Context: an optimization exercise on an open-source flow, tuned for small area. The choices shown serve that exercise and are no tape-out recipe. In this exercise RTL edits were held to simulation tests only and were not proved equivalent to the original. Power is estimated from default activity; no workload was simulated.

## flow/design.v (module list and top-level ports; edited modules follow where they fit)
// module goStickMan: 925 lines
module goStickMan(clk, resetn, go, up, down, plot, x, y, colour, HEX2, HEX1, HEX0);
  // ...
==> flow/flow/run.sh <==
#!/bin/bash
# Own layout flow: the standard ORFS flow (standard.sh) with synthesis and buffering choices:
#  - flow/own.mk is added to the ORFS config: it keeps the half/full adder cells out
#    (DONT_USE_CELLS), so Yosys's adder extraction leaves that logic to ABC, and buffers the
#    ports with the smallest buffer cell;
#  - ABC maps with flow/abc_area.script from several random seeds, run in parallel, and the
#    smallest result is kept (flow/own_synth.tcl).
# Registers, floorplan, power grid, placement, CTS and routing are the standard flow's.
set -euo pipefail
here=$(pwd)
cat config.mk flow/own.mk > own_config.mk
sed "s#source \$::env(SCRIPTS_DIR)/synth.tcl#source $here/flow/own_synth.tcl#" synth_recipe.tcl > own_synth_top.tcl
sed -e "s#DESIGN_CONFIG=[^ ]*#DESIGN_CONFIG=$here/own_config.mk#" \
    -e "s#SYNTH_SCRIPT=[^ ]*#SYNTH_SCRIPT=$here/own_synth_top.tcl#" standard.sh > own_standard.sh
export OWN_ABC_SCRIPT=$here/flow/abc_area.script
export OWN_ABC_DIR=$here/abc_runs
export OWN_ABC_SEEDS="1 2 3 4 5 6 7 8 9 10 11 12 13 14 15 16"
bash own_standard.sh > flow_make.log 2>&1
==> flow/flow/abc_area.script <==
strash
&get -n
&fraig -x
&put
scorr
dc2
strash
&get -n
&deepsyn -T 60 -S @SEED@
&put
strash
&get -n
&dch -f
&nf -a -R 1000 -C 32 -F 8 -A 8 -p
&put
strash
&get -n
&dch -f
&nf -a -R 1000 -C 32 -F 8 -A 8 -p
&put
topo
stime -c
==> flow/flow/own.mk <==
export DONT_USE_CELLS += sky130_fd_sc_hd__ha_1 sky130_fd_sc_hd__fa_1
export BUFFER_PORTS_ARGS = -buffer_cell sky130_fd_sc_hd__buf_1
==> flow/flow/own_synth.tcl <==
# ORFS's synth.tcl, read and run unchanged except its ABC call: own_abc runs ABC
# on the same input from several random seeds at once (flow/abc_area.script with
# @SEED@ replaced), and keeps the smallest mapped result.
proc own_abc {abc_args} {
  set dir $::env(OWN_ABC_DIR)
  file mkdir $dir
  set rest [lrange $abc_args 2 end]
  # ABC's read_lib / read_constr lines, as Yosys's abc pass writes them
  set readlib "read_lib"
  set lib ""
  set constr ""
  for {set i 0} {$i < [llength $rest]} {incr i} {
    set a [lindex $rest $i]
    if {$a eq "-dont_use"} { incr i; append readlib " -X \"[lindex $rest $i]\"" }
    if {$a eq "-liberty"} { incr i; set lib [lindex $rest $i] }
    if {$a eq "-constr"} { incr i; set constr [lindex $rest $i] }
  }
  append readlib " -w \"$lib\""
  # 1. write ABC's input network
  design -save own_pre
  set f [open $dir/capture.script w]
  puts $f "write_blif $dir/in.blif"
  puts $f "strash"
  puts $f "map"
  close $f
  abc -script $dir/capture.script {*}$rest
  design -load own_pre
  # 2. the seeds, in parallel
  set tf [open $::env(OWN_ABC_SCRIPT)]
  set template [read $tf]
  close $tf
  if {[info exists ::env(YOSYS_EXE)]} {
    set abcbin [file join [file dirname [file normalize $::env(YOSYS_EXE)]] yosys-abc]
  } else {
    set abcbin [auto_execok yosys-abc]
  }
  set sh [open $dir/run_all.sh w]
  foreach s $::env(OWN_ABC_SEEDS) {
    set f [open $dir/seed_$s.script w]
    puts $f [string map [list @SEED@ $s] $template]
    close $f
    set f [open $dir/run_$s.abc w]
    puts $f "read_blif $dir/in.blif"
    puts $f $readlib
    if {$constr ne ""} { puts $f "read_constr -v \"$constr\"" }
    puts $f "source $dir/seed_$s.script"
    puts $f "write_blif $dir/out_$s.blif"
    puts $f "print_stats"
    close $f
    puts $sh "$abcbin -f $dir/run_$s.abc > $dir/log_$s.txt 2>&1"
  }
  close $sh
  set jobs 8
  if {[info exists ::env(NUM_CORES)]} { set jobs $::env(NUM_CORES) }
  set sh [open $dir/run_par.sh w]
  puts $sh "xargs -P $jobs -I CMD bash -c CMD < $dir/run_all.sh"
  close $sh
  exec bash $dir/run_par.sh
  # 3. the smallest
  set best ""
  set best_area 1e30
  foreach s $::env(OWN_ABC_SEEDS) {
    if {![file exists $dir/out_$s.blif]} continue
    set f [open $dir/log_$s.txt]
    set txt [read $f]
    close $f
    if {[regexp {area =\s*([0-9.]+)} [lindex [regexp -all -inline {area =\s*[0-9.]+} $txt] end] -> area]} {
      puts "own_abc: seed $s area $area"
      if {$area < $best_area} { set best_area $area; set best $s }
    }
  }
  if {$best eq ""} { error "own_abc: no ABC run finished" }
  puts "own_abc: keeping seed $best (area $best_area)"
  # 4. take it in through Yosys's abc pass
  set f [open $dir/take.script w]
  puts $f "read_blif $dir/out_$best.blif"
  close $f
  abc -script $dir/take.script {*}$rest
}
set own_f [open $::env(SCRIPTS_DIR)/synth.tcl]
set own_txt [read $own_f]
close $own_f
set own_old {log_cmd abc {*}$abc_args}
if { [string first $own_old $own_txt] < 0 } { error "own_synth.tcl: ABC call not found in synth.tcl" }
set own_txt [string map [list $own_old {own_abc $abc_args}] $own_txt]
eval $own_txt
==> flow/standard.sh <==
#!/bin/bash
# synth_recipe.tcl (not shown) runs the flow's synth.tcl, then flattens the netlist and writes it again
# the make line also repeats each setting of config.mk as NAME=value (left out here)
make -C /OpenROAD-flow-scripts/flow DESIGN_CONFIG=/design/flow/config.mk WORK_HOME=/design/flow/orfs CLKGATE_MAP_FILE= SYNTH_SCRIPT=/design/flow/synth_recipe.tcl "${@:-finish}"
==> flow/config.mk <==
export PLATFORM = sky130hd
export DESIGN_NAME = goStickMan
export DESIGN_NICKNAME = goStickMan
export VERILOG_FILES = /design/flow/design.v
export SDC_FILE = /design/flow/constraint.sdc
export NUM_CORES = 8
export LEC_CHECK = 0
export ABC_AREA = 1
export CAP_MARGIN = 20
export CORE_MARGIN = 2
export CORE_UTILIZATION = 30
export CTS_BUF_LIST = sky130_fd_sc_hd__clkbuf_8
export SLEW_MARGIN = 20
==> flow/constraint.sdc <==
create_clock -name core_clock -period 20.0 [get_ports {clk}]
set_input_delay 4.0000 -clock core_clock [delete_from_list [all_inputs] [get_ports {clk}]]
set_output_delay 4.0000 -clock core_clock [all_outputs]
set_load 0.01 [all_outputs]
==> impl_metrics.tcl, run 1 <==
set metrics [dict create \
    synthFlopType "dfxtp_1" \
    synth.area.mux_share_pct 0.616 \
    buf_share_pct 5.12 \
    ant_nets 0 \
    min_from "lfsr[1]" \
    yosysTopAreaCell "dfxtp_1" \
    rr_worst_depth 21 \
    grt_start_max_net_pins 49 \
    p_sw_mw 0.917 \
    outcome "timing/DRC/antenna clean" \
    cts_setup_buffers 0 \
    fin_crit_sh_pct 37.8 \
    cp_slowest_cell "dfxtp_1" \
    endpoint "xr[6]" \
    p_clk_share_pct 4.7 \
    powerSeq_mw 0.178 \
    multi_input_cells 947 \
    synth_xor_area_share_pct 3.64 \
    reg_top3 "score x12, xr x8, yr x7" \
    syn-cell-area_mm2 0.00650 \
    whs_ns 0.454 \
    total_power_mw 1.46 \
    synth_compound_area_share_pct 40.5 \
    cp.required_ns 20.22 \
    drt-total-wl_um 31200 \
    min_period_ns 7.56 \
    buffers 71 \
    synth-edff-count 2 \
    largest-register "score" \
    wl_met3_um 3800 \
]
==> run 2: changes to the inputs <==
==> flow/design.v (replaced) <==
module goStickMan(clk, resetn, go, up, down, plot, x, y, colour, HEX2, HEX1, HEX0);
  input clk;
  input resetn;
  input go, up, down;
  output reg plot;
  output [7:0] x;
  output [6:0] y;
  output [2:0] colour;
  output [6:0] HEX2, HEX1, HEX0;
  localparam P_W = 3'd0, P_E = 3'd1, P_R1 = 3'd2, P_R2 = 3'd3, P_J = 3'd6, P_S = 3'd7;
  localparam PH_PRE = 2'd0, PH_DRAW = 2'd1, PH_PCLR = 2'd3, PH_CLR = 2'd2;
  localparam S_SC = 4'd0, S_SPR = 4'd4, S_SPRE = 4'd5, S_B3 = 4'd11, S_B0 = 4'd8,
             S_PREF = 4'd7, S_PREW = 4'd6;
  reg [2:0] pose;
  reg [1:0] ph;
  reg [3:0] seg;      
  reg [1:0] pass;     
  reg [11:0] score;
  reg [4:0] b;        
  reg [3:0] fl;       
  reg [3:0] lfsr;
  reg [7:0] xr;
  reg [6:0] yr;       
  assign colour = {3{ph[0]}};
  wire game = pose[1];
  wire isW = (pose[1:0] == 2'b00);
  wire isE = (pose[1:0] == 2'b01);
  wire hold = pose[2] & !pose[1];
  wire low = (seg[3:2] == 2'b00);           
  assign x = hold ? (isW ? 8'd48 : 8'd62) : xr;
  assign y = hold ? (isW ? 7'd56 : 7'd48) : yr - (low ? 7'd57 : (seg == S_SPRE) ? 7'd17 : 7'd14);
  wire pclr = (ph == PH_PCLR);
  wire active = !pclr || game;
  wire blkseg = seg[3];
  wire [1:0] bj = seg[1:0];                 
  function [3:0] nib; input [1:0] s; input [11:0] sc;
    nib = (s == 2'd1) ? sc[3:0] : (s == 2'd2) ? sc[7:4] : sc[11:8];
  endfunction
  function [7:0] dbx; input [1:0] s;        
    dbx = (s == 2'd1) ? 8'd152 : (s == 2'd2) ? 8'd146 : 8'd140;
  endfunction
  wire [3:0] nseg = (seg == S_PREF) ? S_SC : (seg == S_PREW) ? S_SPR :
                    (seg == 4'd3) ? (isE ? S_SPRE : S_SPR) :
                    (seg == S_SPR) ? S_B3 : seg[3] ? seg - 4'd1 : seg + 4'd1;
  wire [3:0] dcur = nib(seg[1:0], score);
  wire [3:0] dnext = nib(nseg[1:0], score);
  wire [2:0] sk = nseg[2:0];
  wire [3:0] sv = nseg[2] ? {1'b0, pose} : dnext;
  wire [7:0] dbase = dbx(seg[1:0]);
  wire [2:0] col = xr[2:0] - dbase[2:0];
  wire rh_n0 = ~xr[2];
  wire rh_n1 = ~xr[1] & rh_n0;
  wire rh_n2 = ~xr[0] & rh_n1;
  wire rh_n3 = ~xr[3] & rh_n2;
  wire rh_n4 = ~xr[0];
  wire rh_n5 = pose[0] ? rh_n4 : rh_n3;
  wire rh_n6 = xr[1] & rh_n0;
  wire rh_n7 = ~xr[0] & rh_n6;
  wire rh_n8 = xr[3] & rh_n7;
  wire rh_n9 = ~xr[1];
  wire rh_n10 = ~xr[0] & rh_n9;
  wire rh_n11 = xr[3] & rh_n10;
  wire rh_n12 = pose[0] ? rh_n11 : rh_n8;
  wire rh_n13 = xr[0] & rh_n6;
  wire rh_n14 = xr[3] & rh_n13;
  wire rh_n15 = pose[2] ? rh_n14 : rh_n12;
  wire rh_n16 = pose[1] ? rh_n15 : rh_n5;
  wire rh_n17 = ~xr[6] & rh_n16;
  wire rh_n18 = xr[0] | rh_n9;
  wire rh_n19 = xr[1];
  wire rh_n20 = xr[0] ? rh_n9 : rh_n19;
  wire rh_n21 = xr[3] ? rh_n20 : rh_n4;
  wire rh_n22 = pose[0] ? rh_n21 : rh_n18;
  wire rh_n23 = ~pose[2] | rh_n22;
  wire rh_n24 = pose[1] & rh_n23;
  wire rh_n25 = xr[2];
  wire rh_n26 = xr[1] & rh_n25;
  wire rh_n27 = xr[4] & rh_n26;
  wire rh_n28 = ~xr[0] & rh_n27;
  wire rh_n29 = xr[4] & rh_n9;
  wire rh_n30 = ~xr[0] & rh_n29;
  wire rh_n31 = xr[3] ? rh_n30 : rh_n28;
  wire rh_n32 = xr[4];
  wire rh_n33 = ~xr[1] | rh_n0;
  wire rh_n34 = xr[0] ? rh_n33 : rh_n32;
  wire rh_n35 = xr[0] ? rh_n1 : rh_n0;
  wire rh_n36 = xr[3] ? rh_n35 : rh_n34;
  wire rh_n37 = xr[5] ? rh_n36 : rh_n31;
  wire rh_n38 = xr[4] & rh_n6;
  wire rh_n39 = ~xr[4];
  wire rh_n40 = xr[0] ? rh_n39 : rh_n27;
  wire rh_n41 = xr[3] ? rh_n40 : rh_n38;
  wire rh_n42 = xr[0];
  wire rh_n43 = xr[5] ? rh_n42 : rh_n41;
  wire rh_n44 = pose[0] ? rh_n43 : rh_n37;
  wire rh_n45 = xr[6] ? rh_n44 : rh_n24;
  wire rh_n46 = xr[0] ? rh_n19 : rh_n9;
  wire rh_n47 = xr[3] ? rh_n4 : rh_n46;
  wire rh_n48 = ~xr[3] & rh_n4;
  wire rh_n49 = pose[0] ? rh_n48 : rh_n47;
  wire rh_n50 = xr[0] & rh_n19;
  wire rh_n51 = xr[3] ? rh_n9 : rh_n50;
  wire rh_n52 = xr[3] ? rh_n4 : rh_n20;
  wire rh_n53 = pose[0] ? rh_n52 : rh_n51;
  wire rh_n54 = pose[2] ? rh_n53 : rh_n49;
  wire rh_n55 = ~pose[1] | rh_n54;
  wire rh_n56 = ~xr[4] | rh_n9;
  wire rh_n57 = ~xr[0] | rh_n56;
  wire rh_n58 = ~xr[4] | rh_n19;
  wire rh_n59 = xr[0] | rh_n58;
  wire rh_n60 = xr[3] ? rh_n59 : rh_n57;
  wire rh_n61 = xr[0] ? rh_n26 : rh_n39;
  wire rh_n62 = ~xr[0] | rh_n9;
  wire rh_n63 = xr[3] ? rh_n62 : rh_n61;
  wire rh_n64 = xr[5] ? rh_n63 : rh_n60;
  wire rh_n65 = xr[4] | rh_n9;
  wire rh_n66 = xr[4] | rh_n1;
  wire rh_n67 = xr[0] ? rh_n66 : rh_n65;
  wire rh_n68 = ~xr[3] | rh_n67;
  wire rh_n69 = xr[5] ? rh_n9 : rh_n68;
  wire rh_n70 = pose[0] ? rh_n69 : rh_n64;
  wire rh_n71 = xr[6] ? rh_n70 : rh_n55;
  wire rh_n72 = ~pose[0];
  wire rh_n73 = xr[3] ? rh_n19 : rh_n20;
  wire rh_n74 = xr[3] ? rh_n62 : rh_n42;
  wire rh_n75 = pose[0] ? rh_n74 : rh_n73;
  wire rh_n76 = ~xr[0] | rh_n19;
  wire rh_n77 = xr[3] ? rh_n76 : rh_n20;
  wire rh_n78 = xr[3] ? rh_n50 : rh_n46;
  wire rh_n79 = pose[0] ? rh_n78 : rh_n77;
  wire rh_n80 = pose[2] ? rh_n79 : rh_n75;
  wire rh_n81 = pose[1] ? rh_n80 : rh_n72;
  wire rh_n82 = ~xr[4] | rh_n33;
  wire rh_n83 = xr[0] | rh_n82;
  wire rh_n84 = ~xr[1] | rh_n25;
  wire rh_n85 = ~xr[4] | rh_n84;
  wire rh_n86 = xr[0] ? rh_n85 : rh_n56;
  wire rh_n87 = xr[3] ? rh_n86 : rh_n83;
  wire rh_n88 = xr[1] | rh_n25;
  wire rh_n89 = xr[0] ? rh_n88 : rh_n25;
  wire rh_n90 = ~xr[3] | rh_n89;
  wire rh_n91 = xr[5] ? rh_n90 : rh_n87;
  wire rh_n92 = ~xr[0] & rh_n38;
  wire rh_n93 = ~xr[4] & rh_n1;
  wire rh_n94 = xr[0] & rh_n93;
  wire rh_n95 = xr[3] ? rh_n94 : rh_n92;
  wire rh_n96 = xr[0] ? rh_n9 : rh_n1;
  wire rh_n97 = xr[5] ? rh_n96 : rh_n95;
  wire rh_n98 = pose[0] ? rh_n97 : rh_n91;
  wire rh_n99 = xr[6] ? rh_n98 : rh_n81;
  wire rh_n100 = xr[0] ? rh_n33 : rh_n9;
  wire rh_n101 = xr[3] ? rh_n100 : rh_n19;
  wire rh_n102 = xr[0] | rh_n19;
  wire rh_n103 = xr[3] ? rh_n76 : rh_n102;
  wire rh_n104 = pose[0] ? rh_n103 : rh_n101;
  wire rh_n105 = ~xr[3] | rh_n102;
  wire rh_n106 = pose[0] | rh_n105;
  wire rh_n107 = pose[2] ? rh_n106 : rh_n104;
  wire rh_n108 = ~pose[1] | rh_n107;
  wire rh_n109 = xr[4] | rh_n33;
  wire rh_n110 = ~xr[0] | rh_n109;
  wire rh_n111 = xr[4] | rh_n26;
  wire rh_n112 = xr[0] | rh_n111;
  wire rh_n113 = xr[3] ? rh_n112 : rh_n110;
  wire rh_n114 = xr[4] | rh_n19;
  wire rh_n115 = xr[0] | rh_n114;
  wire rh_n116 = xr[0] | rh_n33;
  wire rh_n117 = xr[3] ? rh_n116 : rh_n115;
  wire rh_n118 = xr[5] ? rh_n117 : rh_n113;
  wire rh_n119 = xr[0] | rh_n85;
  wire rh_n120 = xr[4] | rh_n88;
  wire rh_n121 = ~xr[0] | rh_n120;
  wire rh_n122 = xr[3] ? rh_n121 : rh_n119;
  wire rh_n123 = xr[0] ? rh_n19 : rh_n88;
  wire rh_n124 = xr[5] ? rh_n123 : rh_n122;
  wire rh_n125 = pose[0] ? rh_n124 : rh_n118;
  wire rh_n126 = xr[6] ? rh_n125 : rh_n108;
  wire rh_n127 = pose[0];
  wire rh_n128 = ~xr[3] | rh_n76;
  wire rh_n129 = ~pose[0] | rh_n128;
  wire rh_n130 = pose[2] ? rh_n127 : rh_n129;
  wire rh_n131 = pose[1] ? rh_n130 : rh_n127;
  wire rh_n132 = ~xr[0] | rh_n85;
  wire rh_n133 = xr[3] ? rh_n83 : rh_n132;
  wire rh_n134 = xr[5] | rh_n133;
  wire rh_n135 = pose[0] & rh_n134;
  wire rh_n136 = xr[6] ? rh_n135 : rh_n131;
  wire rh_n137 = xr[3] | rh_n116;
  wire rh_n138 = pose[0] | rh_n137;
  wire rh_n139 = pose[1] | rh_n138;
  wire rh_n140 = xr[1] | rh_n0;
  wire rh_n141 = xr[4] ? rh_n140 : rh_n33;
  wire rh_n142 = xr[0] | rh_n141;
  wire rh_n143 = xr[4] | rh_n0;
  wire rh_n144 = xr[0] | rh_n143;
  wire rh_n145 = xr[3] ? rh_n144 : rh_n142;
  wire rh_n146 = xr[0] | rh_n109;
  wire rh_n147 = xr[0] | rh_n140;
  wire rh_n148 = xr[3] ? rh_n147 : rh_n146;
  wire rh_n149 = xr[5] ? rh_n148 : rh_n145;
  wire rh_n150 = xr[4] ? rh_n33 : rh_n88;
  wire rh_n151 = xr[0] | rh_n150;
  wire rh_n152 = xr[3] ? rh_n151 : rh_n119;
  wire rh_n153 = xr[5] | rh_n152;
  wire rh_n154 = pose[0] ? rh_n153 : rh_n149;
  wire rh_n155 = xr[6] ? rh_n154 : rh_n139;
  wire rh_n156 = ~xr[0] & rh_n26;
  wire rh_n157 = xr[0] & rh_n25;
  wire rh_n158 = xr[3] ? rh_n157 : rh_n156;
  wire rh_n159 = ~pose[0] & rh_n158;
  wire rh_n160 = ~pose[1] & rh_n159;
  wire rh_n161 = xr[1] ? rh_n25 : rh_n0;
  wire rh_n162 = ~xr[1] & rh_n25;
  wire rh_n163 = xr[4] ? rh_n162 : rh_n161;
  wire rh_n164 = ~xr[0] & rh_n163;
  wire rh_n165 = xr[4] ? rh_n26 : rh_n25;
  wire rh_n166 = ~xr[0] & rh_n165;
  wire rh_n167 = xr[3] ? rh_n166 : rh_n164;
  wire rh_n168 = ~xr[4] & rh_n26;
  wire rh_n169 = ~xr[0] & rh_n168;
  wire rh_n170 = ~xr[0] & rh_n162;
  wire rh_n171 = xr[3] ? rh_n170 : rh_n169;
  wire rh_n172 = xr[5] ? rh_n171 : rh_n167;
  wire rh_n173 = ~pose[0] & rh_n172;
  wire rh_n174 = xr[6] ? rh_n173 : rh_n160;
  wire rh_n175 = xr[4] ? rh_n26 : rh_n1;
  wire rh_n176 = ~xr[0] & rh_n175;
  wire rh_n177 = xr[3] ? rh_n176 : rh_n92;
  wire rh_n178 = ~xr[5] & rh_n177;
  wire rh_n179 = pose[0] & rh_n178;
  wire rh_n180 = xr[6] & rh_n179;
  wire rh_n181 = xr[0] ? rh_n84 : rh_n26;
  wire rh_n182 = xr[3] ? rh_n181 : rh_n9;
  wire rh_n183 = xr[3] ? rh_n102 : rh_n18;
  wire rh_n184 = pose[0] ? rh_n183 : rh_n182;
  wire rh_n185 = xr[0] ? rh_n84 : rh_n19;
  wire rh_n186 = xr[3] ? rh_n185 : rh_n9;
  wire rh_n187 = ~pose[0] & rh_n186;
  wire rh_n188 = pose[2] ? rh_n187 : rh_n184;
  wire rh_n189 = pose[1] & rh_n188;
  wire rh_n190 = ~xr[4] & rh_n19;
  wire rh_n191 = xr[0] & rh_n190;
  wire rh_n192 = xr[3] & rh_n191;
  wire rh_n193 = ~xr[5] & rh_n192;
  wire rh_n194 = pose[0] & rh_n193;
  wire rh_n195 = xr[6] ? rh_n194 : rh_n189;
  wire rh_n196 = ~xr[0] & rh_n19;
  wire rh_n197 = xr[3] ? rh_n10 : rh_n196;
  wire rh_n198 = ~pose[0] & rh_n197;
  wire rh_n199 = pose[2] ? rh_n198 : rh_n197;
  wire rh_n200 = pose[1] ? rh_n199 : rh_n127;
  wire rh_n201 = ~xr[4] | rh_n6;
  wire rh_n202 = xr[0] ? rh_n201 : rh_n56;
  wire rh_n203 = xr[1] ? rh_n0 : rh_n25;
  wire rh_n204 = xr[4] ? rh_n84 : rh_n203;
  wire rh_n205 = xr[0] ? rh_n32 : rh_n204;
  wire rh_n206 = xr[3] ? rh_n205 : rh_n202;
  wire rh_n207 = xr[5] | rh_n206;
  wire rh_n208 = pose[0] & rh_n207;
  wire rh_n209 = xr[6] ? rh_n208 : rh_n200;
  wire rh_n210 = pose[0] & rh_n4;
  wire rh_n211 = pose[1] ? rh_n199 : rh_n210;
  wire rh_n212 = xr[4] & rh_n84;
  wire rh_n213 = xr[0] ? rh_n212 : rh_n38;
  wire rh_n214 = xr[4] & rh_n19;
  wire rh_n215 = ~xr[4] & rh_n9;
  wire rh_n216 = xr[0] ? rh_n215 : rh_n214;
  wire rh_n217 = xr[3] ? rh_n216 : rh_n213;
  wire rh_n218 = ~xr[5] & rh_n217;
  wire rh_n219 = pose[0] & rh_n218;
  wire rh_n220 = xr[6] ? rh_n219 : rh_n211;
  wire rh_n221 = xr[4] ? rh_n19 : rh_n161;
  wire rh_n222 = ~xr[0] & rh_n221;
  wire rh_n223 = xr[3] ? rh_n222 : rh_n213;
  wire rh_n224 = ~xr[5] & rh_n223;
  wire rh_n225 = pose[0] & rh_n224;
  wire rh_n226 = xr[6] ? rh_n225 : rh_n211;
  wire rh_n227 = ~xr[3] & rh_n196;
  wire rh_n228 = pose[0] ? rh_n227 : rh_n197;
  wire rh_n229 = pose[2] ? rh_n187 : rh_n228;
  wire rh_n230 = pose[1] ? rh_n229 : rh_n210;
  wire rh_n231 = xr[6] ? rh_n225 : rh_n230;
  wire rh_n232 = ~pose[0] | rh_n4;
  wire rh_n233 = xr[3] | rh_n18;
  wire rh_n234 = pose[0] ? rh_n233 : rh_n182;
  wire rh_n235 = xr[0] & rh_n26;
  wire rh_n236 = xr[3] & rh_n235;
  wire rh_n237 = ~pose[0] & rh_n236;
  wire rh_n238 = pose[2] ? rh_n237 : rh_n234;
  wire rh_n239 = pose[1] ? rh_n238 : rh_n232;
  wire rh_n240 = ~xr[4] | rh_n1;
  wire rh_n241 = xr[0] ? rh_n240 : rh_n82;
  wire rh_n242 = xr[0] ? rh_n39 : rh_n56;
  wire rh_n243 = xr[3] ? rh_n242 : rh_n241;
  wire rh_n244 = ~xr[0] & rh_n32;
  wire rh_n245 = xr[3] ? rh_n10 : rh_n244;
  wire rh_n246 = xr[5] ? rh_n245 : rh_n243;
  wire rh_n247 = xr[4] ? rh_n6 : rh_n88;
  wire rh_n248 = xr[0] ? rh_n85 : rh_n247;
  wire rh_n249 = xr[3] ? rh_n58 : rh_n248;
  wire rh_n250 = xr[5] | rh_n249;
  wire rh_n251 = pose[0] ? rh_n250 : rh_n246;
  wire rh_n252 = xr[6] ? rh_n251 : rh_n239;
  wire rh_n253 = ~xr[0] & rh_n161;
  wire rh_n254 = xr[0] ? rh_n25 : rh_n19;
  wire rh_n255 = xr[3] ? rh_n254 : rh_n253;
  wire rh_n256 = pose[0] ? rh_n4 : rh_n255;
  wire rh_n257 = xr[3] & rh_n50;
  wire rh_n258 = pose[0] ? rh_n257 : rh_n236;
  wire rh_n259 = ~pose[0] & rh_n257;
  wire rh_n260 = pose[2] ? rh_n259 : rh_n258;
  wire rh_n261 = pose[1] ? rh_n260 : rh_n256;
  wire rh_n262 = xr[4] ? rh_n162 : rh_n1;
  wire rh_n263 = xr[0] ? rh_n214 : rh_n262;
  wire rh_n264 = ~xr[4] | rh_n26;
  wire rh_n265 = ~xr[0] & rh_n264;
  wire rh_n266 = xr[3] ? rh_n265 : rh_n263;
  wire rh_n267 = xr[0] ? rh_n19 : rh_n109;
  wire rh_n268 = xr[0] ? rh_n9 : rh_n25;
  wire rh_n269 = xr[3] ? rh_n268 : rh_n267;
  wire rh_n270 = xr[5] ? rh_n269 : rh_n266;
  wire rh_n271 = xr[4] ? rh_n6 : rh_n162;
  wire rh_n272 = xr[0] ? rh_n212 : rh_n271;
  wire rh_n273 = xr[3] ? rh_n222 : rh_n272;
  wire rh_n274 = ~xr[5] & rh_n273;
  wire rh_n275 = pose[0] ? rh_n274 : rh_n270;
  wire rh_n276 = xr[6] ? rh_n275 : rh_n261;
  wire rh_n277 = pose[2] ? rh_n72 : rh_n258;
  wire rh_n278 = pose[1] ? rh_n277 : rh_n256;
  wire rh_n279 = xr[4] ? rh_n25 : rh_n1;
  wire rh_n280 = ~xr[0] & rh_n279;
  wire rh_n281 = xr[3] ? rh_n265 : rh_n280;
  wire rh_n282 = ~xr[0] & rh_n88;
  wire rh_n283 = xr[3] ? rh_n282 : rh_n4;
  wire rh_n284 = xr[5] ? rh_n283 : rh_n281;
  wire rh_n285 = pose[0] ? rh_n274 : rh_n284;
  wire rh_n286 = xr[6] ? rh_n285 : rh_n278;
  wire rh_n287 = ~pose[2] & rh_n258;
  wire rh_n288 = pose[1] ? rh_n287 : rh_n256;
  wire rh_n289 = xr[4] & rh_n162;
  wire rh_n290 = xr[0] ? rh_n289 : rh_n262;
  wire rh_n291 = xr[3] ? rh_n265 : rh_n290;
  wire rh_n292 = xr[5] ? rh_n283 : rh_n291;
  wire rh_n293 = pose[0] ? rh_n274 : rh_n292;
  wire rh_n294 = xr[6] ? rh_n293 : rh_n288;
  wire rh_n295 = ~xr[0] | rh_n6;
  wire rh_n296 = xr[3] ? rh_n254 : rh_n295;
  wire rh_n297 = pose[0] ? rh_n4 : rh_n296;
  wire rh_n298 = xr[3] ? rh_n26 : rh_n9;
  wire rh_n299 = xr[3] ? rh_n76 : rh_n10;
  wire rh_n300 = pose[0] ? rh_n299 : rh_n298;
  wire rh_n301 = ~pose[0] & rh_n183;
  wire rh_n302 = pose[2] ? rh_n301 : rh_n300;
  wire rh_n303 = pose[1] ? rh_n302 : rh_n297;
  wire rh_n304 = ~xr[4] | rh_n162;
  wire rh_n305 = xr[0] ? rh_n39 : rh_n304;
  wire rh_n306 = ~xr[0] & rh_n58;
  wire rh_n307 = xr[3] ? rh_n306 : rh_n305;
  wire rh_n308 = xr[5] ? rh_n283 : rh_n307;
  wire rh_n309 = pose[0] ? rh_n274 : rh_n308;
  wire rh_n310 = xr[6] ? rh_n309 : rh_n303;
  wire rh_n311 = ~xr[0] & rh_n84;
  wire rh_n312 = xr[3] ? rh_n254 : rh_n311;
  wire rh_n313 = pose[0] | rh_n312;
  wire rh_n314 = xr[0] & rh_n9;
  wire rh_n315 = xr[0] & rh_n84;
  wire rh_n316 = xr[3] ? rh_n315 : rh_n314;
  wire rh_n317 = pose[0] ? rh_n42 : rh_n316;
  wire rh_n318 = ~pose[2] & rh_n317;
  wire rh_n319 = pose[1] ? rh_n318 : rh_n313;
  wire rh_n320 = xr[3] ? rh_n306 : rh_n170;
  wire rh_n321 = xr[5] ? rh_n4 : rh_n320;
  wire rh_n322 = xr[0] ? rh_n39 : rh_n58;
  wire rh_n323 = xr[0] ? rh_n214 : rh_n221;
  wire rh_n324 = xr[3] ? rh_n323 : rh_n322;
  wire rh_n325 = xr[5] | rh_n324;
  wire rh_n326 = pose[0] ? rh_n325 : rh_n321;
  wire rh_n327 = xr[6] ? rh_n326 : rh_n319;
  wire rh_n328 = xr[3] ? rh_n196 : rh_n311;
  wire rh_n329 = ~pose[0] & rh_n328;
  wire rh_n330 = xr[0] ? rh_n26 : rh_n9;
  wire rh_n331 = xr[3] ? rh_n330 : rh_n196;
  wire rh_n332 = pose[0] ? rh_n42 : rh_n331;
  wire rh_n333 = ~pose[2] & rh_n332;
  wire rh_n334 = pose[1] ? rh_n333 : rh_n329;
  wire rh_n335 = ~pose[0] & rh_n321;
  wire rh_n336 = xr[6] ? rh_n335 : rh_n334;
  wire rh_n337 = ~pose[0] & rh_n312;
  wire rh_n338 = pose[0] ? rh_n42 : rh_n50;
  wire rh_n339 = ~pose[2] & rh_n338;
  wire rh_n340 = pose[1] ? rh_n339 : rh_n337;
  wire rh_n341 = xr[3] | rh_n4;
  wire rh_n342 = xr[5] ? rh_n341 : rh_n320;
  wire rh_n343 = ~pose[0] & rh_n342;
  wire rh_n344 = xr[6] ? rh_n343 : rh_n340;
  wire rh_n345 = pose[0] ? rh_n42 : rh_n257;
  wire rh_n346 = ~pose[2] & rh_n345;
  wire rh_n347 = pose[1] & rh_n346;
  wire rh_n348 = ~xr[6] & rh_n347;
  wire rh_n349 = xr[0] ? rh_n84 : rh_n9;
  wire rh_n350 = xr[3] & rh_n349;
  wire rh_n351 = pose[0] ? rh_n42 : rh_n350;
  wire rh_n352 = ~pose[2] & rh_n351;
  wire rh_n353 = pose[1] & rh_n352;
  wire rh_n354 = ~xr[6] & rh_n353;
  wire rh_n355 = xr[3] & rh_n26;
  wire rh_n356 = xr[3] & rh_n76;
  wire rh_n357 = pose[0] ? rh_n356 : rh_n355;
  wire rh_n358 = pose[2] ? rh_n186 : rh_n357;
  wire rh_n359 = ~pose[1] | rh_n358;
  wire rh_n360 = xr[4] | rh_n161;
  wire rh_n361 = xr[0] ? rh_n32 : rh_n360;
  wire rh_n362 = ~xr[3] | rh_n361;
  wire rh_n363 = xr[0] ? rh_n9 : rh_n140;
  wire rh_n364 = xr[5] ? rh_n363 : rh_n362;
  wire rh_n365 = xr[6] ? rh_n364 : rh_n359;
  wire rh_n366 = xr[3] ? rh_n235 : rh_n10;
  wire rh_n367 = pose[0] ? rh_n257 : rh_n366;
  wire rh_n368 = pose[2] ? rh_n197 : rh_n367;
  wire rh_n369 = pose[1] ? rh_n368 : rh_n4;
  wire rh_n370 = ~xr[4] & rh_n162;
  wire rh_n371 = xr[0] ? rh_n38 : rh_n370;
  wire rh_n372 = xr[3] ? rh_n222 : rh_n371;
  wire rh_n373 = xr[5] ? rh_n50 : rh_n372;
  wire rh_n374 = xr[6] ? rh_n373 : rh_n369;
  wire rh_n375 = pose[2] ? rh_n197 : rh_n258;
  wire rh_n376 = pose[1] ? rh_n375 : rh_n4;
  wire rh_n377 = xr[5] ? rh_n170 : rh_n372;
  wire rh_n378 = xr[6] ? rh_n377 : rh_n376;
  wire rh_n379 = pose[2] & rh_n197;
  wire rh_n380 = pose[1] ? rh_n379 : rh_n4;
  wire rh_n381 = xr[6] ? rh_n377 : rh_n380;
  wire rh_n382 = xr[3] ? rh_n156 : rh_n10;
  wire rh_n383 = pose[0] ? rh_n4 : rh_n382;
  wire rh_n384 = pose[2] ? rh_n197 : rh_n383;
  wire rh_n385 = pose[1] ? rh_n384 : rh_n4;
  wire rh_n386 = xr[6] ? rh_n373 : rh_n385;
  wire rh_n387 = pose[2] ? rh_n186 : rh_n210;
  wire rh_n388 = pose[1] ? rh_n387 : rh_n4;
  wire rh_n389 = xr[4] | rh_n162;
  wire rh_n390 = xr[0] ? rh_n32 : rh_n389;
  wire rh_n391 = xr[3] ? rh_n361 : rh_n390;
  wire rh_n392 = xr[5] ? rh_n363 : rh_n391;
  wire rh_n393 = xr[6] ? rh_n392 : rh_n388;
  wire rh_n394 = xr[3] ? rh_n4 : rh_n42;
  wire rh_n395 = pose[0] ? rh_n394 : rh_n314;
  wire rh_n396 = pose[2] ? rh_n236 : rh_n395;
  wire rh_n397 = pose[1] ? rh_n396 : rh_n4;
  wire rh_n398 = ~xr[5] & rh_n372;
  wire rh_n399 = xr[6] ? rh_n398 : rh_n397;
  wire rh_n400 = pose[0] ? rh_n394 : rh_n48;
  wire rh_n401 = xr[0] ? rh_n26 : rh_n19;
  wire rh_n402 = ~xr[3] | rh_n401;
  wire rh_n403 = pose[2] ? rh_n402 : rh_n400;
  wire rh_n404 = pose[1] ? rh_n403 : rh_n4;
  wire rh_n405 = ~xr[0] & rh_n214;
  wire rh_n406 = xr[3] ? rh_n405 : rh_n371;
  wire rh_n407 = ~xr[5] & rh_n406;
  wire rh_n408 = xr[6] ? rh_n407 : rh_n404;
  wire rh_n409 = xr[3] ? rh_n10 : rh_n50;
  wire rh_n410 = pose[0] ? rh_n394 : rh_n409;
  wire rh_n411 = xr[3] & rh_n315;
  wire rh_n412 = pose[2] ? rh_n411 : rh_n410;
  wire rh_n413 = pose[1] ? rh_n412 : rh_n4;
  wire rh_n414 = xr[6] ? rh_n407 : rh_n413;
  wire rh_n415 = ~xr[3] & rh_n42;
  wire rh_n416 = pose[0] & rh_n415;
  wire rh_n417 = pose[2] ? rh_n236 : rh_n416;
  wire rh_n418 = pose[1] ? rh_n417 : rh_n4;
  wire rh_n419 = xr[3] ? rh_n196 : rh_n371;
  wire rh_n420 = ~xr[5] & rh_n419;
  wire rh_n421 = xr[6] ? rh_n420 : rh_n418;
  wire rh_n422 = xr[3] ? rh_n42 : rh_n4;
  wire rh_n423 = xr[3] | rh_n42;
  wire rh_n424 = pose[0] ? rh_n423 : rh_n422;
  wire rh_n425 = xr[3] & rh_n4;
  wire rh_n426 = pose[2] ? rh_n425 : rh_n424;
  wire rh_n427 = xr[3];
  wire rh_n428 = pose[0] & rh_n427;
  wire rh_n429 = ~pose[2] & rh_n428;
  wire rh_n430 = ~pose[2];
  wire [39:0] rh = {1'b0, rh_n430, rh_n429, rh_n426, rh_n421, rh_n414, rh_n408, rh_n399, rh_n393, rh_n386, rh_n381, rh_n378, rh_n374, rh_n365, rh_n354, rh_n348, rh_n344, rh_n336, rh_n327, rh_n310, rh_n294, rh_n286, rh_n276, rh_n252, rh_n231, rh_n226, rh_n226, rh_n220, rh_n209, rh_n195, rh_n180, rh_n174, rh_n155, 1'b0, rh_n136, rh_n126, rh_n99, rh_n71, rh_n45, rh_n17};
  wire rs_n0 = ~xr[4];
  wire rs_n1 = ~xr[2] & rs_n0;
  wire rs_n2 = xr[1] & rs_n1;
  wire rs_n3 = xr[3] & rs_n2;
  wire rs_n4 = xr[0];
  wire rs_n5 = ~xr[2] & rs_n4;
  wire rs_n6 = ~xr[1] & rs_n5;
  wire rs_n7 = xr[3] & rs_n6;
  wire rs_n8 = ~xr[0];
  wire rs_n9 = xr[2] | rs_n8;
  wire rs_n10 = xr[1] | rs_n9;
  wire rs_n11 = ~xr[3] | rs_n10;
  wire rs_n12 = ~xr[1];
  wire rs_n13 = xr[1];
  wire rs_n14 = xr[2] & rs_n4;
  wire rs_n15 = xr[1] | rs_n14;
  wire rs_n16 = xr[1] | rs_n5;
  wire rs_n17 = xr[3] ? rs_n16 : rs_n15;
  wire rs_n18 = xr[3] | rs_n15;
  wire rs_n19 = xr[0] & rs_n0;
  wire rs_n20 = xr[2] & rs_n19;
  wire rs_n21 = xr[4];
  wire rs_n22 = xr[2] | rs_n21;
  wire rs_n23 = xr[1] ? rs_n22 : rs_n20;
  wire rs_n24 = xr[3] ? rs_n23 : rs_n15;
  wire [27:0] rs = {1'b0, 1'b0, 1'b0, 1'b0, 1'b0, 1'b0, 1'b0, 1'b0, 1'b0, 1'b0, 1'b0, 1'b0, 1'b0, 1'b0, rs_n24, rs_n18, rs_n17, 1'b1, 1'b0, rs_n13, rs_n12, 1'b0, 1'b0, 1'b0, rs_n11, rs_n7, rs_n7, rs_n3};
  wire rd_n0 = ~col[2];
  wire rd_n1 = pass[0];
  wire rd_n2 = dcur[0] & rd_n1;
  wire rd_n3 = ~dcur[3] & rd_n2;
  wire rd_n4 = ~dcur[1] & rd_n3;
  wire rd_n5 = ~dcur[2] & rd_n4;
  wire rd_n6 = col[1] ? rd_n5 : rd_n0;
  wire rd_n7 = dcur[0];
  wire rd_n8 = ~dcur[3] & rd_n7;
  wire rd_n9 = ~pass[1];
  wire rd_n10 = ~pass[0] & rd_n9;
  wire rd_n11 = dcur[0] & rd_n10;
  wire rd_n12 = dcur[1] ? rd_n11 : rd_n8;
  wire rd_n13 = ~dcur[2] & rd_n12;
  wire rd_n14 = ~col[1] & rd_n13;
  wire rd_n15 = col[0] ? rd_n14 : rd_n6;
  wire rd_n16 = ~dcur[0];
  wire rd_n17 = ~dcur[1] | rd_n16;
  wire rd_n18 = ~dcur[2] | rd_n17;
  wire rd_n19 = pass[1];
  wire rd_n20 = pass[0] | rd_n19;
  wire rd_n21 = ~dcur[0] | rd_n20;
  wire rd_n22 = ~dcur[1] | rd_n21;
  wire rd_n23 = dcur[2] ? rd_n17 : rd_n22;
  wire rd_n24 = col[1] ? rd_n23 : rd_n18;
  wire rd_n25 = dcur[1] & rd_n16;
  wire rd_n26 = ~dcur[1] | rd_n7;
  wire rd_n27 = dcur[2] ? rd_n26 : rd_n25;
  wire rd_n28 = col[1] | rd_n27;
  wire rd_n29 = col[0] ? rd_n28 : rd_n24;
  wire rd_n30 = dcur[1] & rd_n7;
  wire rd_n31 = dcur[2] & rd_n30;
  wire rd_n32 = ~dcur[1] & rd_n16;
  wire rd_n33 = dcur[2] & rd_n32;
  wire rd_n34 = col[1] ? rd_n33 : rd_n31;
  wire rd_n35 = col[0] ? rd_n33 : rd_n34;
  wire rd_n36 = dcur[1] & rd_n11;
  wire rd_n37 = dcur[1] ? rd_n7 : rd_n16;
  wire rd_n38 = dcur[2] ? rd_n37 : rd_n36;
  wire rd_n39 = col[1] ? rd_n38 : rd_n31;
  wire rd_n40 = dcur[2] & rd_n37;
  wire rd_n41 = col[1] ? rd_n33 : rd_n40;
  wire rd_n42 = col[0] ? rd_n41 : rd_n39;
  wire rd_n43 = dcur[1] ? rd_n16 : rd_n7;
  wire rd_n44 = dcur[2] ? rd_n43 : rd_n22;
  wire rd_n45 = col[1] ? rd_n44 : rd_n18;
  wire rd_n46 = ~dcur[2] | rd_n43;
  wire rd_n47 = dcur[1] | rd_n7;
  wire rd_n48 = ~dcur[2] | rd_n47;
  wire rd_n49 = col[1] ? rd_n48 : rd_n46;
  wire rd_n50 = col[0] ? rd_n49 : rd_n45;
  wire rd_n51 = ~col[2] | rd_n7;
  wire rd_n52 = dcur[1] ? rd_n7 : rd_n51;
  wire rd_n53 = dcur[2] & rd_n52;
  wire rd_n54 = dcur[2] ? rd_n47 : rd_n22;
  wire rd_n55 = col[1] ? rd_n54 : rd_n53;
  wire rd_n56 = dcur[3] | rd_n16;
  wire rd_n57 = dcur[1] | rd_n56;
  wire rd_n58 = dcur[2] ? rd_n47 : rd_n57;
  wire rd_n59 = dcur[2] | rd_n57;
  wire rd_n60 = col[1] ? rd_n59 : rd_n58;
  wire rd_n61 = col[0] ? rd_n60 : rd_n55;
  wire rd_n62 = dcur[1] | rd_n0;
  wire rd_n63 = ~dcur[2] | rd_n62;
  wire rd_n64 = ~dcur[1] & rd_n8;
  wire rd_n65 = ~dcur[2] & rd_n64;
  wire rd_n66 = col[1] ? rd_n65 : rd_n63;
  wire rd_n67 = col[1] ? rd_n33 : rd_n65;
  wire rd_n68 = col[0] ? rd_n67 : rd_n66;
  wire rd_n69 = col[2];
  wire rd_n70 = ~dcur[1] | rd_n69;
  wire rd_n71 = dcur[1] ? rd_n51 : rd_n0;
  wire rd_n72 = dcur[2] ? rd_n71 : rd_n70;
  wire rd_n73 = col[1] ? rd_n65 : rd_n72;
  wire rd_n74 = col[1] & rd_n33;
  wire rd_n75 = col[0] ? rd_n74 : rd_n73;
  wire rd_n76 = dcur[2] ? rd_n0 : rd_n70;
  wire rd_n77 = col[1] ? rd_n65 : rd_n76;
  wire rd_n78 = col[0] ? rd_n74 : rd_n77;
  wire rd_n79 = ~dcur[3] | rd_n7;
  wire rd_n80 = col[2] & rd_n16;
  wire rd_n81 = dcur[1] ? rd_n80 : rd_n79;
  wire rd_n82 = dcur[2] ? rd_n0 : rd_n81;
  wire rd_n83 = dcur[3] ? rd_n16 : rd_n7;
  wire rd_n84 = dcur[1] ? rd_n7 : rd_n83;
  wire rd_n85 = dcur[2] ? rd_n43 : rd_n84;
  wire rd_n86 = col[1] ? rd_n85 : rd_n82;
  wire rd_n87 = dcur[3] & rd_n16;
  wire rd_n88 = ~dcur[1] & rd_n87;
  wire rd_n89 = dcur[2] ? rd_n47 : rd_n88;
  wire rd_n90 = dcur[1] ? rd_n7 : rd_n87;
  wire rd_n91 = dcur[2] | rd_n90;
  wire rd_n92 = col[1] ? rd_n91 : rd_n89;
  wire rd_n93 = col[0] ? rd_n92 : rd_n86;
  wire rd_n94 = ~dcur[3] | rd_n16;
  wire rd_n95 = col[2] | rd_n94;
  wire rd_n96 = col[2] & rd_n7;
  wire rd_n97 = dcur[1] ? rd_n96 : rd_n95;
  wire rd_n98 = dcur[1] | rd_n69;
  wire rd_n99 = dcur[2] ? rd_n98 : rd_n97;
  wire rd_n100 = ~dcur[1] & rd_n7;
  wire rd_n101 = dcur[2] ? rd_n30 : rd_n100;
  wire rd_n102 = col[1] ? rd_n101 : rd_n99;
  wire rd_n103 = dcur[3] & rd_n7;
  wire rd_n104 = ~dcur[1] & rd_n103;
  wire rd_n105 = ~dcur[2] & rd_n104;
  wire rd_n106 = dcur[1] ? rd_n16 : rd_n103;
  wire rd_n107 = dcur[2] ? rd_n32 : rd_n106;
  wire rd_n108 = col[1] ? rd_n107 : rd_n105;
  wire rd_n109 = col[0] ? rd_n108 : rd_n102;
  wire rd_n110 = dcur[1] ? rd_n16 : rd_n8;
  wire rd_n111 = dcur[2] ? rd_n30 : rd_n110;
  wire rd_n112 = col[1] ? rd_n111 : rd_n99;
  wire rd_n113 = col[0] ? rd_n74 : rd_n112;
  wire rd_n114 = dcur[2] ? rd_n30 : rd_n64;
  wire rd_n115 = col[1] ? rd_n114 : rd_n99;
  wire rd_n116 = ~dcur[2] & rd_n25;
  wire rd_n117 = col[1] ? rd_n33 : rd_n116;
  wire rd_n118 = col[0] ? rd_n117 : rd_n115;
  wire rd_n119 = ~dcur[2];
  wire rd_n120 = col[1] ? rd_n114 : rd_n119;
  wire rd_n121 = col[0] ? rd_n74 : rd_n120;
  wire [27:0] rd = {1'b0, rd_n121, rd_n118, rd_n113, rd_n109, rd_n93, rd_n78, rd_n75, rd_n68, rd_n61, 1'b0, 1'b0, 1'b0, 1'b0, 1'b0, 1'b0, 1'b0, 1'b0, 1'b0, 1'b0, 1'b1, 1'b0, rd_n50, rd_n42, rd_n35, 1'b0, rd_n29, rd_n15};
  wire st_n0 = ~sv[0];
  wire st_n1 = ~sv[1] | st_n0;
  wire st_n2 = sv[2] | st_n1;
  wire st_n3 = sv[0];
  wire st_n4 = sv[3] ? st_n3 : st_n2;
  wire st_n5 = sk[0] & st_n4;
  wire st_n6 = sk[1] ? st_n4 : st_n5;
  wire st_n7 = ~sk[2] & st_n6;
  wire st_n8 = sv[3] & st_n0;
  wire st_n9 = sk[0] & st_n8;
  wire st_n10 = sk[1] ? st_n8 : st_n9;
  wire st_n11 = ~sk[2] & st_n10;
  wire st_n12 = sv[2] ? st_n0 : st_n1;
  wire st_n13 = sv[3] ? st_n3 : st_n12;
  wire st_n14 = sk[0] & st_n13;
  wire st_n15 = sk[1] ? st_n13 : st_n14;
  wire st_n16 = sv[1] & st_n0;
  wire st_n17 = sv[1];
  wire st_n18 = sv[2] ? st_n17 : st_n16;
  wire st_n19 = ~sk[0] & st_n18;
  wire st_n20 = sk[2] ? st_n19 : st_n15;
  wire st_n21 = ~sv[1];
  wire st_n22 = sv[2] ? st_n21 : st_n16;
  wire st_n23 = ~sv[3] & st_n22;
  wire st_n24 = sk[0] & st_n23;
  wire st_n25 = sk[1] ? st_n23 : st_n24;
  wire st_n26 = sv[2] ? st_n1 : st_n21;
  wire st_n27 = sk[0] | st_n26;
  wire st_n28 = sk[2] ? st_n27 : st_n25;
  wire st_n29 = ~sv[2] & st_n17;
  wire st_n30 = ~sv[3] & st_n29;
  wire st_n31 = ~sk[0] | st_n30;
  wire st_n32 = sk[1] ? st_n30 : st_n31;
  wire st_n33 = sv[2] | st_n21;
  wire st_n34 = ~sk[0] & st_n33;
  wire st_n35 = sk[2] ? st_n34 : st_n32;
  wire st_n36 = sv[1] | st_n0;
  wire st_n37 = sv[2] ? st_n1 : st_n36;
  wire st_n38 = sv[3] ? st_n3 : st_n37;
  wire st_n39 = sk[0] & st_n38;
  wire st_n40 = sk[1] ? st_n38 : st_n39;
  wire st_n41 = ~sv[1] | st_n3;
  wire st_n42 = sv[2] ? st_n41 : st_n1;
  wire st_n43 = sk[0] | st_n42;
  wire st_n44 = sk[2] ? st_n43 : st_n40;
  wire st_n45 = ~sv[1] & st_n3;
  wire st_n46 = sv[1] & st_n3;
  wire st_n47 = sv[2] ? st_n46 : st_n45;
  wire st_n48 = sv[3] ? st_n0 : st_n47;
  wire st_n49 = sk[0] & st_n48;
  wire st_n50 = sk[1] ? st_n48 : st_n49;
  wire st_n51 = sv[2] ? st_n46 : st_n17;
  wire st_n52 = sk[0] | st_n51;
  wire st_n53 = sk[2] ? st_n52 : st_n50;
  wire st_n54 = ~sv[2] & st_n16;
  wire st_n55 = ~sv[3] & st_n54;
  wire st_n56 = ~sk[0] | st_n55;
  wire st_n57 = sk[1] ? st_n55 : st_n56;
  wire st_n58 = sk[2] ? st_n19 : st_n57;
  wire st_n59 = sv[2] ? st_n46 : st_n3;
  wire st_n60 = ~sv[3] & st_n59;
  wire st_n61 = sk[0] & st_n60;
  wire st_n62 = sv[2] ? st_n1 : st_n0;
  wire st_n63 = sv[3] | st_n62;
  wire st_n64 = sk[0] ? st_n60 : st_n63;
  wire st_n65 = sk[1] ? st_n64 : st_n61;
  wire st_n66 = ~sk[0] & st_n17;
  wire st_n67 = sk[2] ? st_n66 : st_n65;
  wire st_n68 = ~sk[0] | st_n8;
  wire st_n69 = sv[3] ? st_n0 : st_n59;
  wire st_n70 = ~sv[3] | st_n3;
  wire st_n71 = sk[0] ? st_n70 : st_n69;
  wire st_n72 = sk[1] ? st_n71 : st_n68;
  wire st_n73 = sk[0];
  wire st_n74 = sk[2] ? st_n73 : st_n72;
  wire st_n75 = sk[0] & st_n70;
  wire st_n76 = ~sk[1] | st_n75;
  wire st_n77 = ~sk[2] & st_n76;
  wire st_n78 = ~sk[1] | st_n68;
  wire st_n79 = ~sk[0];
  wire st_n80 = sk[2] ? st_n79 : st_n78;
  wire st_n81 = sk[0] | st_n21;
  wire st_n82 = sk[2] & st_n81;
  wire st_n83 = ~sk[2];
  wire [16:0] st = {st_n83, st_n82, st_n82, st_n80, st_n77, st_n74, st_n67, st_n58, 1'b1, 1'b0, st_n53, st_n44, st_n35, st_n28, st_n20, st_n11, st_n7};
  wire df_n0 = dcur[0];
  wire df_n1 = ~dcur[0];
  wire df_n2 = dcur[1] ? df_n1 : df_n0;
  wire df_n3 = ~dcur[3] & df_n2;
  wire df_n4 = dcur[1] ? df_n0 : df_n1;
  wire df_n5 = dcur[2] ? df_n4 : df_n3;
  wire df_n6 = dcur[1] & df_n0;
  wire df_n7 = dcur[2] & df_n6;
  wire df_n8 = ~dcur[1] & df_n1;
  wire df_n9 = dcur[2] & df_n8;
  wire df_n10 = ~dcur[2] | df_n2;
  wire df_n11 = ~dcur[1] & df_n0;
  wire df_n12 = ~dcur[3] & df_n11;
  wire df_n13 = ~dcur[2] & df_n12;
  wire df_n14 = dcur[1] | df_n1;
  wire df_n15 = dcur[3] | df_n14;
  wire df_n16 = dcur[2] | df_n15;
  wire [6:0] df = {df_n16, df_n13, df_n13, df_n10, df_n9, df_n7, df_n5};
  wire h0_n0 = score[2];
  wire h0_n1 = ~score[1] & h0_n0;
  wire h0_n2 = ~score[3];
  wire h0_n3 = ~score[2] & h0_n2;
  wire h0_n4 = ~score[1] & h0_n3;
  wire h0_n5 = score[0] ? h0_n4 : h0_n1;
  wire h0_n6 = score[1] & h0_n0;
  wire h0_n7 = score[0] ? h0_n1 : h0_n6;
  wire h0_n8 = ~score[2];
  wire h0_n9 = score[1] & h0_n8;
  wire h0_n10 = ~score[0] & h0_n9;
  wire h0_n11 = score[1] ? h0_n0 : h0_n8;
  wire h0_n12 = score[0] ? h0_n11 : h0_n1;
  wire h0_n13 = score[0] | h0_n1;
  wire h0_n14 = score[1] | h0_n3;
  wire h0_n15 = score[0] ? h0_n14 : h0_n9;
  wire h0_n16 = score[1] ? h0_n0 : h0_n3;
  wire h0_n17 = score[0] ? h0_n16 : h0_n4;
  wire [6:0] h0 = {h0_n17, h0_n15, h0_n13, h0_n12, h0_n10, h0_n7, h0_n5};
  wire h1_n0 = score[6];
  wire h1_n1 = ~score[5] & h1_n0;
  wire h1_n2 = ~score[7];
  wire h1_n3 = ~score[6] & h1_n2;
  wire h1_n4 = ~score[5] & h1_n3;
  wire h1_n5 = score[4] ? h1_n4 : h1_n1;
  wire h1_n6 = score[5] & h1_n0;
  wire h1_n7 = score[4] ? h1_n1 : h1_n6;
  wire h1_n8 = ~score[6];
  wire h1_n9 = score[5] & h1_n8;
  wire h1_n10 = ~score[4] & h1_n9;
  wire h1_n11 = score[5] ? h1_n0 : h1_n8;
  wire h1_n12 = score[4] ? h1_n11 : h1_n1;
  wire h1_n13 = score[4] | h1_n1;
  wire h1_n14 = score[5] | h1_n3;
  wire h1_n15 = score[4] ? h1_n14 : h1_n9;
  wire h1_n16 = score[5] ? h1_n0 : h1_n3;
  wire h1_n17 = score[4] ? h1_n16 : h1_n4;
  wire [6:0] h1 = {h1_n17, h1_n15, h1_n13, h1_n12, h1_n10, h1_n7, h1_n5};
  wire h2_n0 = score[10];
  wire h2_n1 = ~score[9] & h2_n0;
  wire h2_n2 = ~score[11];
  wire h2_n3 = ~score[10] & h2_n2;
  wire h2_n4 = ~score[9] & h2_n3;
  wire h2_n5 = score[8] ? h2_n4 : h2_n1;
  wire h2_n6 = score[9] & h2_n0;
  wire h2_n7 = score[8] ? h2_n1 : h2_n6;
  wire h2_n8 = ~score[10];
  wire h2_n9 = score[9] & h2_n8;
  wire h2_n10 = ~score[8] & h2_n9;
  wire h2_n11 = score[9] ? h2_n0 : h2_n8;
  wire h2_n12 = score[8] ? h2_n11 : h2_n1;
  wire h2_n13 = score[8] | h2_n1;
  wire h2_n14 = score[9] | h2_n3;
  wire h2_n15 = score[8] ? h2_n14 : h2_n9;
  wire h2_n16 = score[9] ? h2_n0 : h2_n3;
  wire h2_n17 = score[8] ? h2_n16 : h2_n4;
  wire [6:0] h2 = {h2_n17, h2_n15, h2_n13, h2_n12, h2_n10, h2_n7, h2_n5};
  reg [39:0] t;
  always @(*) begin
    if (!low) t = rh;
    else if (seg[1:0] == 2'd0) t = {12'd0, rs};
    else t = {12'd0, rd};
  end
  wire [29:0] m = t[39:10];
  wire [2:0] dxn = t[9:7];
  wire [5:0] ytn = t[6:1];
  wire last = t[0];
  wire [29:0] thermo = ~(30'h3fffffff << yr[5:0]);
  wire [29:0] below = m & thermo;
  reg [29:0] above;
  reg [5:0] rn;
  integer k;
  always @(*) begin
    above[29] = 1'b0;
    for (k = 28; k >= 0; k = k - 1) above[k] = above[k+1] | below[k+1];
    rn = 6'd0;
    for (k = 0; k < 30; k = k + 1) if (below[k] & !above[k]) rn = rn | k;
  end
  wire any = above[0] | below[0];
  wire end_scan = !any & last;
  wire col_end = (xr[2:0] == {b[1:0], 1'b0});
  wire row_end = (yr[3:0] == (fl[bj] ? 4'd6 : 4'd15));
  wire wrap = low && (seg[1:0] != 2'd0) && (pass != 2'd2);
  wire seg_end = (seg == S_PREF) || (seg == S_PREW) || (blkseg ? (col_end & row_end) : (end_scan & !wrap));
  wire frame_end = (seg == S_SPR && isW && xr == 8'd48 && yr == 7'd71) ||
                   (seg == S_SPRE && xr == 8'd62 && yr == 7'd66) ||
                   (seg == S_B0 && row_end && xr[2:0] == {b[1:0], 1'b1});
  reg [7:0] nx; reg [6:0] ny; reg [1:0] npass;
  always @(*) begin
    npass = pass;
    if (pclr && !game) begin  
      nx = 8'd48; ny = 7'd70;
    end else if (pclr) begin  
      if (col_end) begin nx = xr + 8'd4; ny = yr - 7'd1; end
      else begin nx = xr - 8'd1; ny = yr; end
    end else if (seg_end) begin
      if (!nseg[3]) begin nx = st[16:9]; ny = st[8:2]; npass = st[1:0]; end
      else if (nseg == S_B3) begin nx = {b, 1'b0} + 8'd124; ny = fl[3] ? 7'd68 : 7'd93; end
      else begin nx = xr - 8'd36; ny = fl[nseg[1:0]] ? 7'd68 : 7'd93; end
    end else if (blkseg) begin
      if (col_end) begin nx = xr + 8'd4; ny = yr - 7'd1; end
      else begin nx = xr - 8'd1; ny = yr; end
    end else if (end_scan) begin  
      npass = pass + 2'd1;
      if (pass == 2'd0) begin nx = dbase + 8'd1; ny = 7'd81; end
      else begin nx = dbase + df[6:4]; ny = 7'd72 + df[3:0]; end
    end else if (any) begin nx = xr; ny = {1'b1, rn}; end
    else begin nx = xr - {5'd0, dxn}; ny = {1'b1, ytn}; end
  end
  wire collide = game & (ph == PH_CLR) & (b >= 5'd4) & (b <= 5'd9) & (fl[0] ? (pose != P_S) : (pose != P_J));
  reg [2:0] npose; reg [1:0] nph; reg [3:0] nsg;
  always @(*) begin
    npose = pose; nph = ph;
    nsg = (active && seg_end) ? nseg : seg;
    case (ph)
      PH_PRE: begin nph = PH_DRAW; nsg = isW ? S_PREW : S_PREF; end
      PH_DRAW: begin
        if (frame_end) begin
          if (!isW || go) begin nph = PH_PCLR; if (isW) npose = P_W; end
          else begin npose = P_W | 3'd4; nsg = S_PREW; end
        end
      end
      PH_PCLR: begin
        nsg = isW ? S_PREW : S_PREF;
        if (isW) begin if (!go) nph = PH_CLR; end
        else if (isE) begin if (go) nph = PH_CLR; end
        else if (col_end && yr == (fl[0] ? 7'd62 : 7'd87)) nph = PH_CLR;
      end
      default: begin  
        if (isE) begin
          if (frame_end) begin
            if (!go) begin npose = P_W; nph = PH_PRE; end
            else begin npose = P_E | 3'd4; nsg = S_PREF; end
          end
        end else if (frame_end) begin
          nph = PH_PRE;
          if (isW) npose = P_R1;
          else if (collide) npose = P_E;
          else if (up) npose = P_J;
          else if (down) npose = P_S;
          else if (pose == P_R1) npose = P_R2;
          else npose = P_R1;
        end
      end
    endcase
  end
  always @(posedge clk) begin
    if (!resetn) begin
      pose <= P_W; ph <= PH_PRE;
    end else begin
      pose <= npose; ph <= nph;
    end
    seg <= nsg;
    xr <= nx; yr <= ny; pass <= npass;
  end
  always @(posedge clk) begin
    if (!resetn) plot <= 1'b0;
    else plot <= (ph == PH_DRAW) | (ph == PH_CLR) | (ph == PH_PCLR && isW);
  end
  wire score_inc = game & (ph == PH_CLR) & frame_end & !collide & (b < 5'd3);
  always @(posedge clk) begin
    if (!resetn || (isW && ph == PH_DRAW)) score <= 12'd0;
    else if (score_inc) begin
      score[3:0] <= score[3:0] + 4'd1;
      if (score[3:0] == 4'd9) begin score[7:4] <= score[7:4] + 4'd1; score[3:0] <= 4'd0; end
      if (score[7:4] == 4'd9) begin score[7:4] <= 4'd0; score[11:8] <= score[11:8] + 4'd1; end
      if (score[11:8] == 4'd9) score[11:8] <= 4'd0;
    end
  end
  wire brst = !resetn || (isW && (ph == PH_PRE || ph == PH_DRAW));
  always @(posedge clk) begin
    if (brst) begin
      b <= 5'd25; fl <= 4'b1010; lfsr <= 4'd0;
    end else begin
      lfsr <= {lfsr[2:0], ~(lfsr[3] ^ lfsr[2])};
      if (game && ph == PH_PRE) begin
        if (b < 5'd3) begin b <= b + 5'd17; fl <= {lfsr[0], fl[3:1]}; end
        else b <= b - 5'd3;
      end
    end
  end
  assign HEX0 = h0;
  assign HEX1 = h1;
  assign HEX2 = h2;
endmodule
==> impl_metrics.tcl, run 2 <==
set metrics [dict create \
    yosysTopAreaCell "dfxtp_1" \
    area_growth_pct 8.97 \
    clock_skew_ns 0.0104 \
    finalInstanceArea_mm2 0.00705 \
    clock_path_buffers 2 \
    dpl.hpwl_um 23000 \
    cp.required_ns 20.21 \
    tns_ns 0 \
    path_max_fanout 49 \
    setup_slack_ns 10.86 \
    track_usage_pct 26.2 \
    synth.distinct_cells 61 \
    viasPerCell 6.46 \
    clk_latency_ns 0.33 \
    finalHoldViolCount 0 \
    overflow 0 \
    mostFrequentLayoutCell "nand2_1" \
    synth_xor_area_share_pct 4.60 \
    antenna_found_initial 1 \
    synth-seq-cells 52 \
    rr_worst_depth 25 \
    min_to "lfsr[1]" \
    path_clk_slew_ns 0.11 \
    seq_area_frac_synth_pct 16.4 \
    die_height_um 151 \
    rows 53 \
    placed_cells 1338 \
    finalNonFillerCells 1346 \
    min_period_ns 9.14 \
    synthFlopType "dfxtp_1" \
    largest_reg_flops 12 \
    cts_resized 0 \
    cts_setup_buffers 0 \
    yosys_warnings 1 \
    io_buffers 44 \
    drc 0 \
    coreArea_mm2 0.0211 \
    cts_made_buffers 5 \
    leakage_nw 2.43 \
    synth-adder-area-share_pct 0 \
    grt_start_max_net_pins 50 \
    worst_pin_slew_ns 1.14 \
    pre_cts_slack_ns 11.29 \
    rsz0062_at_grt "no" \
    die-area_mm2 0.0228 \
    synth-edff-count 2 \
    final_layout_size_suffix_gt1_share_pct 2.71 \
    layout.nets 1075 \
    htreeDepth 2 \
    critPathLaunchType "flop" \
    setup_viol 0 \
    dr.pass1.iters 6 \
    r2r_end "xr[1]" \
    async_flop_share_pct 0 \
    synth_top_family_by_area "compound AO/OA/AOI/OAI gates" \
    ff2ff_setup_slack_ns 10.86 \
    grt_pass1_vias 7877 \
    min_path_type "flop to flop" \
    gp_congestion 1.01 \
    grt_first_pass_wirelength_um 46300 \
    synth.most_common_cell "nand2_1" \
    slew_headroom_pct 24.2 \
    power_density_mw_per_mm2 196 \
    maxCapViolations 0 \
    reg_top3 "score x12, xr x8, yr x7" \
    ctsHoldBuffers 0 \
    drtIter0Drc 1278 \
    initial_core_util_pct 30.7 \
    synth_compound_area_share_pct 39.4 \
    synth.top_cells.by_count "nand2_1, nor2_1, a21oi_1" \
    place_area_mm2 0.00696 \
    drt-total-wl_um 30400 \
    r2r-start "xr[0]" \
    cts.sinks 52 \
    die_w_um 151 \
    ant_nets 0 \
    cts_tree "done" \
    slew_violations 0 \
    critical_path_class "flop to flop" \
    irDropWorstVdd_uv 49.8 \
    largest-register "score" \
    vias 8696 \
    diodes 0 \
    min_from "lfsr[0]" \
    fmax_mhz 109 \
    detail_route.wl_per_cell_um 22.6 \
    final_cell_mix "nand2_1, nor2_1, a21oi_1" \
    synth.avg_cell_area_um2 6.33 \
    fin_crit_sh_pct 45.7 \
    synth_area_leaders "dfxtp_1, a21oi_1, nand2_1" \
    synthSimpleGateAreaFrac_pct 33.5 \
    synthCells 1022 \
    worstHoldPathCells 2 \
    synth_top_area_share_pct 15.5 \
    cts-root-buf "clkbuf_8" \
    synthesis.nets 1027 \
    syn-cell-area_mm2 0.00647 \
    crit_arrival_ns 9.36 \
    end_kind "flop" \
    synth.area.mux_share_pct 1.72 \
    outcome "timing/DRC/antenna clean" \
    ios 45 \
]
-- run 2: changes by cell type in the layout (fill, tap and decap cells not counted), moves of 6 or more --
cell	delta
o21ai_0	-25
mux2i_1	+6
nand2_1	-10
nor3_1	-7
a21oi_1	+7
nor2_1	-14
o22ai_1	+6
nand3_1	-6
a21o_1	+6
nor3b_1	+10
and2_0	+6
-- run 2: layout make-up --
type	instances	area, um2
Timing Repair Buffer	65	323
Clock buffer	5	68.8
Sequential cell	52	1060
Inverter	27	101
Clock inverter	3	25.0
Tap cell	275	344
Fill cell	2367	14000
Multi-Input combinational cell	919	5130
-- run 2: routing by layer --
metal / wire length [um] / part of all wire (%) / GRT usage, %
met5: 0 / 0 / 0
met4: 1430 / 4.7 / 10.1
met3: 3050 / 10 / 5.63
met2: 13200 / 43 / 40.7
met1: 12700 / 42 / 35.3
-- run 2: cell families after synthesis --
kind of cell,count (synthesis)
buffers and inverters,51
flip-flops,52
AO/OA/AOI/OAI,406
AND/OR/NAND/NOR,468
multiplexers,11
XOR/XNOR,34
-- run 2: metrics by stage --
step / power (mW) / util, % / hold WS, ns
final: 1.38 / 33.5 / 0.436
after global routing: 1.47 / 33.5 / 0.472
after CTS: 1.33 / 33.5 / 0.442
after detailed placement: 1.26 / 33.0 / 0.425
after global placement: 1.28 / 33.0 / 0.412
after floorplan: 0.895 / - / 0.400
-- run 2: how the worst max path moves through the flow --
stage / from / endpoint / slack [ns] / cells after the start
global placement: xr[0] / xr[1] / 11.72 / 25
detailed placement: xr[0] / xr[1] / 11.29 / 25
finish: xr[0] / xr[1] / 10.86 / 25
floorplan: xr[0] / xr[1] / 12.82 / 24
CTS: xr[0] / xr[1] / 11.24 / 25
global route: xr[0] / xr[1] / 10.08 / 25
-- run 2: worst max-delay path, cell delays in order, from the launching register on --
cell and delay (ns):
dfxtp_1 0.33, buf_4 0.47, clkinv_1 0.58, nor2_1 0.48, or2_0 0.48, a21oi_1 0.18, o21ai_0 0.19, nand2_1 0.09
a311oi_1 0.46, nor2b_1 0.23, nand2_1 0.09, a31o_1 0.24, a211oi_1 0.64, and2_0 0.23, nor3b_1 0.32, nand3_1 0.20
or3_1 0.55, nor2_1 0.75, nor3_1 0.14, a21oi_1 0.29, nand2_1 0.35, a21oi_1 0.98, a21oi_1 0.11, o211ai_1 0.15
a21oi_1 0.09, a2111oi_0 0.42
-- run 2: report_power, final --
group / internal [mW] / switching (mW)
Clock: 0.0257 / 0.0429
Combinational: 0.362 / 0.778
Sequential: 0.129 / 0.0432
Total: 0.516 / 0.865

==> static timing again, ports no longer ideal <==
In the flow no input, the clock included, has a driving cell. The finished layouts below were timed again as built, in two steps.
Step 1, drivers: a clkbuf_16 drives clk and a buf_2 each remaining input, both assumed.
Step 2, shift: input delay + t, output delay - t, t = (earliest + latest rising clock arrival at the registers) / 2. This alone moves slack from input paths to output paths.
a / b / c = ideal ports / drivers / drivers and shift; a / b = the first two.
| run | t (ns) | setup slack, ns | worst setup path at the end | worst register clock-pin slew, ns | worst slew at a driven data input, ns |
|---|---|---|---|---|---|
| run 1 | 0.350 | 12.436 / 12.436 / 12.436 | register to register | 0.11 / 0.11 | 0.03 |
| run 2 | 0.360 | 10.855 / 10.855 / 10.855 | register to register | 0.11 / 0.11 | 0.03 |
After both steps setup and hold are still met in every run listed.
